Context: an optimization exercise on an open-source flow, tuned for small area. The choices shown serve that exercise and are no tape-out recipe.
The RTL was checked by simulation tests, not by an equivalence proof against the original design.
Power and IR drop assume default switching activity.

==> flow/design.v <==
module edge_detector(
  input  logic clk,
  input  logic rst,
  input  logic in,
  output logic out
);
  logic [1:0] s_reg;
  always_ff @(posedge clk,posedge rst) begin
    if (rst)
      s_reg <= 2'b0;
    else begin
      s_reg[1] <= s_reg[0];
      s_reg[0] <= in;
    end
  end
  assign out = ~s_reg[1] & s_reg[0];
endmodule
module cellCA_sv(
	input logic clk,
	input logic rst,
	input logic load,
	input logic userIn,
	input logic l,
	input logic r,
	input logic u,
	input logic d,
	input logic ul,
	input logic ur,
	input logic dl,
	input logic dr,
	output logic sigOut,
	input logic [8:0] vsync_edge,
	input logic edgeDet,
	input logic [1:0] speedCounter);
logic cellState;
logic [3:0] neighboursSum;
always_comb
begin
	neighboursSum=l+r+u+d+ul+ur+dl+dr;
end
always_ff @ (posedge clk, posedge rst)
	begin
		if(rst)
			cellState<=1'b0;
		else if (load)
		  cellState<=userIn;
		else begin
		if(vsync_edge >= 9'd3 - {7'd0, speedCounter} && edgeDet)
			begin
                if (cellState==1 && (neighboursSum==2 || neighboursSum==3))
					cellState <= 1'b1;
				else if (cellState==0 && neighboursSum==3)
					cellState <= 1'b1;
				else
					cellState <=1'b0;
			end
		end
	end	
	assign sigOut=cellState;
endmodule
module PanelDisplay (
	input logic clk,
	input logic rst,
	input logic [19:0][19:0] deadOrAlive,
	output logic hsync,
	output logic vsync,
	output logic [3:0] red,
	output logic [3:0] green,
	output logic [3:0] blue);
  localparam H_PIXELS = 800; 
  localparam H_FRONT= 56; 
  localparam H_SYNC = 120; 
  localparam H_BACK= 64; 
  localparam H_SUM = H_PIXELS + H_FRONT + H_SYNC + H_BACK;
  localparam V_LINES = 600; 
  localparam V_FRONT= 37; 
  localparam V_SYNC = 6; 
  localparam V_BACK= 23; 
  localparam V_SUM = V_LINES + V_FRONT + V_SYNC + V_BACK;
  logic [10:0] cntRow;
  logic [10:0] cntColumn;
  logic enable;
  always_ff @(posedge clk, posedge rst) begin
    if (rst)
      enable <= 1'b1;
    else
      enable <=  ~enable;
  end
  always_ff @(posedge clk, posedge rst) begin
    if (rst) 
      cntColumn <= 0;
    else begin
      if (enable) begin
        cntColumn <= cntColumn + 1;
        if (cntColumn == H_SUM-1)
          cntColumn <= 0;
      end
	end	
  end
  always_ff @(posedge clk,posedge rst) begin
    if (rst) 
      cntRow <= 0;
    else begin
      if (enable) begin
        if (cntColumn == H_SUM-1) begin
          cntRow <= cntRow + 1;
          if (cntRow == V_SUM-1)
            cntRow <= 0;
        end
      end
    end
  end
  assign hsync = (cntColumn >= H_PIXELS + H_FRONT && cntColumn <H_PIXELS+H_FRONT+H_SYNC) ? 1'b0 : 1'b1;
  assign vsync = (cntRow >= V_LINES + V_FRONT && cntRow <V_LINES+V_FRONT+V_SYNC) ? 1'b0 : 1'b1;
  logic [5:0] cx, cy, x,y;
  always_ff @(posedge clk, posedge rst) begin
  if (rst) begin
   x<=0;
   y<=0;
   cx<=1;
   cy<=1;
  end else begin
    if (enable) begin
    if(cntColumn>=100 && cntColumn<H_PIXELS-100 && cntRow>=0 && cntRow<V_LINES) begin
      x <= (x==29 || cntColumn==H_PIXELS-100) ? 0 : x+1;
      if (x == 29) begin
        cx <= (cx==20 || cntColumn==H_PIXELS-100)? 1 : cx+1;
      end else cx <= cx;
      if (cx==20 && x==29 && cntColumn==H_PIXELS -101) begin
         y <= (y==29 || cntRow==V_LINES)? 0 : y+1;
      end else y <= y;
       if (y ==29 && cntColumn==H_PIXELS-101 ) begin
            cy <= (cy == 20 || cntRow==V_LINES) ? 1 : cy + 1;
      end else cy <= cy;
   end   
  end
  end
  end
logic temp;  
assign temp=deadOrAlive[cy-1][cx-1];  
  always_comb begin
	red = 4'b0000;
    green = 4'b0000;
	blue = 4'b0000;
			if(cntColumn<H_PIXELS && cntRow<V_LINES) begin
            if (cntColumn<100 || cntColumn>=H_PIXELS-100) begin
				red = 4'b1111;
				green = 4'b1001;
				blue = 4'b1111;	
			end else if (x==29 || x==30 || y==29 || y==30) begin
					red = 4'b1111;
					green = 4'b0000;
					blue = 4'b0000;						
			end else if(  temp==1'b1)begin			        
					red = 4'b1111;
					green = 4'b1111;
					blue = 4'b1111;
				end else begin
	               red = 4'b0000;
	               green = 4'b0000;
	               blue = 4'b0000;								
				end		
  end
  end
endmodule
module GameOfLife_20(
	input logic clk,
	input logic rst,
	input logic load,
	input logic [4:0] load_row,  
	input logic [19:0] load_data,  
	input logic speedButton,  
	output logic vsync_out,
	output logic hsync_out,
	output logic [3:0] red,
	output logic [3:0] green,
	output logic [3:0] blue);
localparam GRID_SIZE_H=20;  
localparam GRID_SIZE_V=20;  
logic [19:0][19:0] userIn;
logic [19:0] rowLoad;
logic [8:0] vsync_edge;
logic vsync, hsync;
logic [19:0][19:0] arrayOut;
logic edgeDet;
logic [1:0] speedCounter;  
genvar i;
genvar j;
edge_detector hsync_edge_det(.clk(clk),
                            .rst(rst),
                            .in(vsync),
                            .out(edgeDet));
assign vsync_out = vsync;
assign hsync_out=hsync;
generate
for (i=0;i<=GRID_SIZE_V-1;i++) begin
	assign rowLoad[i] = load && (load_row == i);
	for (j=0;j<=GRID_SIZE_H-1;j++) begin
	   assign userIn[i][j]=load_data[j];
		if(i==0 && j==0)  
			cellCA_sv caCell00 (clk,rst,rowLoad[i],userIn[i][j],1'b0,arrayOut[i][j+1],1'b0,arrayOut[i+1][j],1'b0,1'b0,1'b0,arrayOut[i+1][j+1],arrayOut[i][j],vsync_edge,edgeDet,speedCounter);
		else if(i==0 && j==GRID_SIZE_H-1)
			cellCA_sv caCell1919 (clk,rst,rowLoad[i],userIn[i][j],arrayOut[i][j-1],1'b0,1'b0,arrayOut[i+1][j],1'b0,1'b0,arrayOut[i+1][j-1],1'b0,arrayOut[i][j],vsync_edge,edgeDet,speedCounter);
		else if (i==GRID_SIZE_V-1 && j==0)
			cellCA_sv caCell018 (clk,rst,rowLoad[i],userIn[i][j],1'b0,arrayOut[i][j+1],arrayOut[i-1][j],1'b0,1'b0,arrayOut[i-1][j+1],1'b0,1'b0,arrayOut[i][j],vsync_edge,edgeDet,speedCounter);	
		else if (i==GRID_SIZE_V-1 && j==GRID_SIZE_H-1)
			cellCA_sv caCell018 (clk,rst,rowLoad[i],userIn[i][j],arrayOut[i][j-1],1'b0,arrayOut[i-1][j],1'b0,arrayOut[i-1][j-1],1'b0,1'b0,1'b0,arrayOut[i][j],vsync_edge,edgeDet,speedCounter);
		else if(i==0 && j <GRID_SIZE_H-1)
			cellCA_sv caCell018 (clk,rst,rowLoad[i],userIn[i][j],arrayOut[i][j-1],arrayOut[i][j+1],1'b0,arrayOut[i+1][j],1'b0,1'b0,arrayOut[i+1][j-1],arrayOut[i+1][j+1],arrayOut[i][j],vsync_edge,edgeDet,speedCounter);
		else if(i<GRID_SIZE_V-1 && j==0)
			cellCA_sv caCell018 (clk,rst,rowLoad[i],userIn[i][j],1'b0,arrayOut[i][j+1],arrayOut[i-1][j],arrayOut[i+1][j],1'b0,arrayOut[i-1][j+1],1'b0,arrayOut[i+1][j+1],arrayOut[i][j],vsync_edge,edgeDet,speedCounter);
		else if(i==GRID_SIZE_V-1 && j <GRID_SIZE_H-1)
			cellCA_sv caCell018 (clk,rst,rowLoad[i],userIn[i][j],arrayOut[i][j-1],arrayOut[i][j+1],arrayOut[i-1][j],1'b0,arrayOut[i-1][j-1],arrayOut[i-1][j+1],1'b0,1'b0,arrayOut[i][j],vsync_edge,edgeDet,speedCounter);		
		else if(i<GRID_SIZE_V-1 && j==GRID_SIZE_H-1)
			cellCA_sv caCell018 (clk,rst,rowLoad[i],userIn[i][j],arrayOut[i][j-1],1'b0,arrayOut[i-1][j],arrayOut[i+1][j],arrayOut[i-1][j-1],1'b0,arrayOut[i+1][j-1],1'b0,arrayOut[i][j],vsync_edge,edgeDet,speedCounter);		
		else
			cellCA_sv caCell018 (clk,rst,rowLoad[i],userIn[i][j],arrayOut[i][j-1],arrayOut[i][j+1],arrayOut[i-1][j],arrayOut[i+1][j],arrayOut[i-1][j-1],arrayOut[i-1][j+1],arrayOut[i+1][j-1],arrayOut[i+1][j+1],arrayOut[i][j],vsync_edge,edgeDet,speedCounter);		
	end
end
endgenerate
PanelDisplay panel(.clk(clk),
                    .rst(rst),
                    .deadOrAlive(arrayOut),
                    .hsync(hsync),
                    .vsync(vsync),
                    .red(red),
                    .green(green),
                    .blue(blue));
  logic speedButtonEdge;  
  always_ff @ (posedge clk, posedge rst) begin  
  if(rst) begin
    speedCounter<=0;
  end else begin
    if(speedButtonEdge)
     speedCounter <= speedCounter +1;
    end   
  end
edge_detector speedButton_edge (.rst(rst),
                                .clk(clk),
                                .in(speedButton),
                                .out(speedButtonEdge));
always_ff @(posedge clk, posedge rst) begin
    if (rst)
        vsync_edge<=0;
    else begin
        if(edgeDet) begin
            if (vsync_edge >= 9'd3 - {7'd0, speedCounter})
                vsync_edge<=0;
            else
                vsync_edge<=vsync_edge+1;
            end
        end
    end
endmodule
==> flow/run.sh <==
#!/bin/bash
# synth_recipe.tcl (not shown) runs the flow's synth.tcl, then flattens the netlist and writes it again
# the make line also repeats each setting of config.mk as NAME=value (left out here)
make -C /OpenROAD-flow-scripts/flow DESIGN_CONFIG=/design/flow/config.mk WORK_HOME=/design/flow/orfs CLKGATE_MAP_FILE= SYNTH_SCRIPT=/design/flow/synth_recipe.tcl finish
==> flow/config.mk <==
export PLATFORM = sky130hd
export DESIGN_NAME = GameOfLife_20
export DESIGN_NICKNAME = GameOfLife_20
export VERILOG_FILES = /design/flow/design.v
export SDC_FILE = /design/flow/constraint.sdc
export NUM_CORES = 4
export LEC_CHECK = 0
export CAP_MARGIN = 20
export CORE_MARGIN = 2
export CORE_UTILIZATION = 40
export SLEW_MARGIN = 20
==> flow/constraint.sdc <==
create_clock -name core_clock -period 10.0 [get_ports {clk}]
set_input_delay 2.0000 -clock core_clock [delete_from_list [all_inputs] [get_ports {clk}]]
set_output_delay 2.0000 -clock core_clock [all_outputs]
set_load 0.01 [all_outputs]
==> run summary <==
power by group through the flow:
stage	Clock (W)	Combinational (W)	Sequential [W]
floorplan	0	0.0137	0.00284
global placement	0	0.0160	0.00342
detailed placement	0	0.0174	0.00342
CTS	0.00277	0.0175	0.00338
global route	0.00282	0.0209	0.00345
finish	0.00270	0.0174	0.00337
final cells by class:
type	count	area, um^2
Sequential cell	462	11600
Clock buffer	112	2140
Tap cell	2838	3550
Timing Repair Buffer	99	926
Multi-Input combinational cell	6022	63100
Inverter	2856	10700
Clock inverter	16	204
Antenna cell	4	10.0
Fill cell	20600	122000
per-stage QoR:
step	instance area [um^2]	setup WS [ps]	instances	util, %
floorplan	86400	1750	9599	-
global placement	89800	1410	12300	41.9
detailed placement	89800	1390	12300	41.9
CTS	92200	568	12400	43.0
global route	92200	165	12400	43.0
finish	92300	337	12400	43.0
final timing paths:
path,endpoint,slack (ps),depth (start not counted)
max reg2reg,register,6120,9
max in group asynchronous,async pin,6440,4
min in group asynchronous,async pin,1750,2
max,green[2],340,15
min reg2reg,speedButton_edge.s_reg[1]$_DFF_PP0_,370,0
min,speedButton_edge.s_reg[1]$_DFF_PP0_,370,0
logic make-up (layout without fill, tap and decap cells):
family / after synthesis / count (layout) / synth area share (%)
buffers and inverters: 3115 / 3083 / 13.7
adder cells (fa/ha/maj): 2609 / 2609 / 50.3
AO/OA/AOI/OAI: 1849 / 1849 / 12.3
AND/OR/NAND/NOR: 1411 / 1411 / 7.37
flip-flops: 462 / 462 / 13.4
multiplexers: 116 / 116 / 2.58
XOR/XNOR: 37 / 37 / 0.375
other: 0 / 4 / 0
cell usage after synthesis (all sizes together) (11+ instances only):
| cell | instances |
|---|---|
| nand3 | 154 |
| xnor2 | 23 |
| dfrtp | 459 |
| nand2 | 553 |
| mux4 | 84 |
| o21ai | 417 |
| inv | 2836 |
| o31ai | 60 |
| clkinv | 20 |
| o22ai | 245 |
| buf | 50 |
| nor2b | 121 |
| and3 | 12 |
| a31oi | 88 |
| ha | 1163 |
| xor2 | 14 |
| nor2 | 355 |
| mux2 | 11 |
| a21oi | 826 |
| a2111oi | 134 |
| mux2i | 21 |
| clkbuf | 209 |
| nand2b | 127 |
| fa | 1446 |
| nor3 | 29 |
worst max-delay path, stage by stage (launching register included):
cell and delay [ps]:
dfstp_4 610, clkinv_1 460, ha_4 390, xor2_1 160
ha_4 180, fa_2 850, clkinv_1 870, mux4_2 530
o211a_1 210, a2111oi_0 860, o41a_1 200, o311ai_1 90
a211oi_1 400, buf_4 250, nor3b_1 250, clkdlybuf4s50_1 580
layer usage:
| layer | track usage [%] | part of all wire, % | routed length (um) | vias up |
|---|---|---|---|---|
| li1 | - | - | - | 30100 |
| met1 | 29.6 | 42 | 105000 | 33500 |
| met2 | 40.0 | 49 | 121000 | 1460 |
| met3 | 3.09 | 4.9 | 12200 | 395 |
| met4 | 9.48 | 4.5 | 11100 | 6 |
| met5 | 0 | 0.012 | 30 | - |
==> results.yml <==
run_status:
  outcome: "no timing/DRC/antenna violations"
cts:
  cts_made_buffers: 72
  clock_sink_count: 462
  root_buffer: "clkbuf_16"
  clk_pin_slew_worst_paths_ps: 60
  clk_latency_ps: 730
  cts_buffer_depth: 3
  post_cts_resize_count: 0
  cts_tree: "done"
  holdBufCountCts: 0
  postCtsSetupBuffers: 0
  h-tree-depth: 3
floorplan:
  dieArea_um2: 220000
  ioPinCount: 43
  placementRows: 170
  fp.coreArea_um2: 215000
  initial_utilization_pct: 40.3
  die_h_um: 469
  die_w_um: 469
sta:
  holdWs_ps: 374
  final-hold-violation-count: 0
  min_period_ps: 9660
  timing.setup.tns_ps: 0
  finalSetupViolations: 0
  max_slew.worst_pin.slew_ps: 1060
  achievable-frequency_mhz: 103
  unrepaired_setup_endpoints_after_global_routing: "no"
  post-route-period-util_pct: 96.6
  finalMaxSlewViolations: 0
  clock_skew_ps: 38.4
  max-slew-margin-rel_pct: 29.0
final_layout:
  syn2layout_area_growth_pct: 6.77
  most-common-layout-cells: "inv_1, fa_1, ha_1"
  finalNetCount: 12200
  mostFrequentLayoutCell: "inv_1"
  share_of_final_layout_standard_cells_stronger_than_drive_strength_1_pct: 3.04
global_route:
  groute.usage.overall_pct: 23.3
  first_global_vias: 69300
  gr-total-overflow: 0
  antenna_found_initial: 10
  global_route_wire_length_before_repair_mm: 396
  grt_max_degree: 121
critical_path:
  critPathArrivalTime_ps: 7660
  r2r-start: "vsync_edge[0]$_DFFE_PP0P_"
  critical_path_required_ps: 8000
  setup.worst_path.start_class: "register"
  critical_path.max_fanout: 23
  worstSetupPathType: "register to primary output"
  worst_setup_path_end_kind: "primary output"
  critical_path.startpoint: "panel.cx[0]$_DFFE_PP1P_"
yosys:
  syn-num-nets: 12200
  ys_async_sr_fraction_pct: 100
  synthFlopType: "dfrtp_1"
  post_synth_num_cell_types: 72
  yosys_warnings: 4
  synth.top_cell.area_share_pct: 33.5
  netlist_area_um2: 86400
  yosys_reg_bits: 462
  netlist_top_cells_area: "fa_1, ha_1, dfrtp_1"
  postSynthAreaPerCell_um2: 9.00
  synthesis.instances: 9599
  synth_sequential_area_ratio_pct: 13.4
  synth_edf_count: 0
  synth_top_cell_by_area: "fa_1"
route:
  vias_per_cell: 5.27
  post-route-drc-count: 0
  drc_marker_count_from_the_first_detailed_route_iteration: 4001
  post_route_wl_mm: 249
  detailed_router_iteration_count_before_antenna_repair: 7
  wire_length_per_cell_after_detailed_routing_um: 20.0
  routed-via-count: 65400
  antenna_violating_nets_post_route: 0
power_and_ir_drop:
  clock_power_share_pct: 11.5
  max-vdd-ir-drop_mv: 0.135
  power.static_leakage_nw: 46.7
  p_switching_w: 0.0122
  power_report.internal_total_w: 0.0113
  share_of_power_burned_in_registers_pct: 14.3
  p_comb_share_pct: 74.2
  power_per_cell_area_nw_per_um2: 254
  p_total_w: 0.0235
  swShare_pct: 51.8
job:
  max_cap_violations: 0
min_path:
  hold_class: "register to register"
  hp-start: "speedButton_edge.s_reg[0]$_DFF_PP0_"
place:
  dp_hpwl_mm: 194
  gp_routability_congestion: 0.961
  numPortBuffers: 42

[what the ideal ports hide]
Ports are ideal in the flow. The routed layout listed here was re-timed in OpenROAD.
Step 1 sets driving cells, clkbuf_16 on the clock port and buf_2 on the other inputs (assumed; they add their load-dependent delay and slew).
Step 2, shift: input delay + t, output delay - t, t = (earliest + latest rising clock arrival at the registers) / 2. This alone moves slack from input paths to output paths.
a / b / c = ideal / step 1 / step 2; a / b = the first two.
shift t [ns]: 0.811
setup slack, ns: 0.337 / 0.238 / 1.049
hold slack, ns: 0.374 / 0.374 / 0.374
worst register clock-pin slew, ns: 0.06 / 0.06
After both steps this run still meets setup and hold. For this run, drivers alone change the setup slack by -0.099 ns; drivers and shift together by +0.712 ns.
